What follows belongs to an exercise in optimizing a design on an open flow for small area, a short achievable clock period and few clock cycles; a production flow would make more cautious choices.
In this exercise RTL edits were held to simulation tests only and were not proved equivalent to the original.

## job 101
==> flow/design.v (excerpt) <==
module fft8_top #(
parameter N= 8,
parameter WIDTH= 12,
parameter FRACTION = 8
)(
input  wire clk,
input  wire rst,
input  wire start,
input  wire load,
input  wire [$clog2(N)-1:0] load_addr,
input  wire signed [WIDTH-1:0] data_in_re,
input  wire signed [WIDTH-1:0] data_in_im,
input  wire [$clog2(N)-1:0] out_addr,
output reg  done,
output reg  signed [WIDTH-1:0] data_out_re,
output reg  signed [WIDTH-1:0] data_out_im
);
clock: 15.0 ns
lec_check: 0
abc_area: 1
cap_margin: 20
core_margin: 2
core_utilization: 35
slew_margin: 20
synth_hierarchical: 1
synth_minimum_keep_size: 0
standard.sh (not shown) runs the stock make flow with config.mk's settings and CLKGATE_MAP_FILE= SYNTH_SCRIPT=/design/flow/synth_recipe.tcl, a recipe that flattens the netlist after the stock synthesis.
==> flow/flow/run.sh <==
#!/bin/bash
# Standard layout (the standard.sh: standard synthesis, floorplan, place,
# CTS, route, finish), with the timing repair asked to leave 7.9 ns of setup
# slack at the design's clock period.  The constraints are unchanged.
set -euo pipefail
bash standard.sh SETUP_SLACK_MARGIN=7.9 finish > standard_flow.log 2>&1
Having completed the whole flow, job 101 delivered a layout that passed the timing, DRC and antenna checks.
Testbench counts of job 101, summed over its fixed seeds: cycles 5,760.
Setup changes, job 101 to job 102
- CORE_UTILIZATION: 35 -> 25
==> flow/flow/run.sh <==
#!/bin/bash
# Standard layout (the standard.sh: standard synthesis, floorplan, place,
# CTS, route, finish), with the timing repair asked to leave 7.75 ns of setup
# slack at the design's clock period.  The constraints are unchanged.
set -euo pipefail
bash standard.sh SETUP_SLACK_MARGIN=7.75 finish > standard_flow.log 2>&1
Findings:
Job 102 vs job 101 — total detailed-routing wirelength climbed by a few percent
First-pass GRT wire length: job 102 vs job 101 up 2.0%
Diff job 102..job 101 | number of antenna violations at the first check in global routing | unchanged
On worst-case headroom to the max-slew limit, the lower figure sits with job 102, not job 101.
Job 102 vs. job 101: number of inserted diodes essentially unchanged, timing-limited maximum frequency has decreased.
The following lists how job 103 was set up differently from job 102:
- CORE_UTILIZATION: 25 -> 40
- Delta (job 103 minus job 102): wire length after detailed routing held steady, final cell count without fillers shrank by 380, routed wire length on met3 shrank by about 20%, first-pass GRT wire length grew by about 3%, cell area shrank by about 1.6%.
- Cmp job 103 vs job 102: vias per cell higher in job 103
- Job 103: full flow OK, the timing, DRC and antenna checks passed
- Between job 102 and job 103, the flow reports clock-buffer cell count increasing by a few percent.
- Job 103 vs. job 102: number of cells on the worst reg-to-reg path shows an increase of 2, site row count shows a reduction of 22.
For job 104, these inputs were changed with respect to job 103:
- CORE_UTILIZATION: 40 -> 35
[summary]
~same sequential cell area share in job 104 and job 103
When job 104 is measured against job 103, its final area turns out 180 sq um lower.
Changes observed in job 104 relative to job 103: maximum frequency now sits higher; total instance count after detailed placement now sits higher.
Per the comparison of job 104 with job 103, count of buffering cells on the critical path with inverters included dropped 1; share of the core filled with cells in the final layout now smaller.
Job 104: flow completed, timing, DRC and antenna clean

---

== job 666 ==
fft8_top, a different RTL version from the one above (not shown whole).
Size in the first run: about 2,100 cells after synthesis, roughly 210 flip-flops, roughly 59 I/O pins, about 21,000 µm² of cells after synthesis.
// fft8_top
module fft8_top #(
parameter N= 8,
parameter WIDTH= 12,
parameter FRACTION = 8
)(
input  wire clk,
input  wire rst,
input  wire start,
input  wire load,
input  wire [$clog2(N)-1:0] load_addr,
input  wire signed [WIDTH-1:0] data_in_re,
input  wire signed [WIDTH-1:0] data_in_im,
input  wire [$clog2(N)-1:0] out_addr,
output reg  done,
output reg  signed [WIDTH-1:0] data_out_re,
output reg  signed [WIDTH-1:0] data_out_im
);
clock: 15.0 ns
lec_check: 0
cap_margin: 20
core_margin: 2
core_utilization: 40
cts_cluster_diameter: 60
cts_cluster_size: 30
slew_margin: 20
synth_hierarchical: 1
synth_minimum_keep_size: 0
==> flow/flow/run.sh <==
#!/bin/bash
# Standard layout (the standard.sh: standard synthesis, floorplan, place,
# CTS, route, finish), with the timing repair asked to leave 7.5 ns of setup
# slack at the design's clock period.  The constraints are unchanged.
set -euo pipefail
bash standard.sh SETUP_SLACK_MARGIN=7.5 finish > standard_flow.log 2>&1
Testbench counts of job 666, summed over its fixed seeds: cycles 5,760.
Modified inputs, job 2450 compared to job 666
Settings: CTS_CLUSTER_SIZE no longer set, was 30; ABC_AREA now 1, previously not set; CTS_CLUSTER_DIAMETER no longer set, was 60.
==> flow/flow/run.sh <==
#!/bin/bash
# Standard layout (the standard.sh: standard synthesis, floorplan, place,
# CTS, route, finish), with the timing repair asked to leave 8.0 ns of setup
# slack at the design's clock period.  The constraints are unchanged.
set -euo pipefail
bash standard.sh SETUP_SLACK_MARGIN=8.0 finish > standard_flow.log 2>&1
## What came out
- Worst hold slack delta for job 2450 relative to job 666: 0.12 ns lower
- Highest routing layer actually used: met4 -> job 666, met5 -> job 2450
- Compared with job 666, in job 2450 post-CTS setup-driven buffer insertion count saw an increase; synthesized cell count increased 31%; routed length on met1 up 4300 µm.
- Re synthesized area per cell: job 2450 is 22% down on job 666.
- Job 2450 vs job 666 — number of global-route vias before repair climbed by more than 10%
- Diff job 666 -> job 2450: post-layout worst setup margin rose 0.24 ns; minimum clock period after layout lost 0.24 ns.
- Against job 666, job 2450 comes in 0.15 ns lower on transition at the pin with the smallest max-transition slack.
- Critical path depth, job 2450 and job 666: larger value in job 666

==> afterwards: timing with drivers on the ports <==
Ports are ideal in the flow. The routed layouts listed here were re-timed in OpenROAD.
Step 1: set_driving_cell puts a clkbuf_16 on clk and a buf_2 on each other input, an assumption about the parent block.
Step 2 adds t to the input delays and takes it off the output delays; t is the mean of the earliest and latest rising clock arrival at the registers after step 1. Input paths then give back, and output paths get back, about the clock's delay inside the block.
Slacks: ideal ports / drivers / drivers and shift; pairs: ideal ports / drivers.
| run | t, ns | setup slack, ns | hold slack, ns | latest minus earliest clock arrival (ns) |
|---|---|---|---|---|
| job 101 | 0.619 | 7.778 / 7.678 / 7.449 | 0.478 / 0.478 / 0.478 | 0.033 / 0.033 |
| job 102 | 0.605 | 7.718 / 7.670 / 7.261 | 0.473 / 0.473 / 0.473 | 0.023 / 0.024 |
| job 103 | 0.625 | 7.678 / 7.587 / 7.230 | 0.468 / 0.468 / 0.468 | 0.034 / 0.034 |
| job 104 | 0.619 | 7.754 / 7.703 / 7.247 | 0.477 / 0.477 / 0.477 | 0.034 / 0.035 |
| job 666 | 0.611 | 7.506 / 7.469 / 7.076 | 0.601 / 0.601 / 0.601 | 0.018 / 0.018 |
| job 2450 | 0.605 | 7.743 / 7.664 / 7.490 | 0.480 / 0.480 / 0.480 | 0.026 / 0.026 |
After both steps setup and hold are still met in every run listed. For job 104, which loses most, drivers alone change the setup slack by -0.051 ns; drivers and shift together by -0.507 ns.
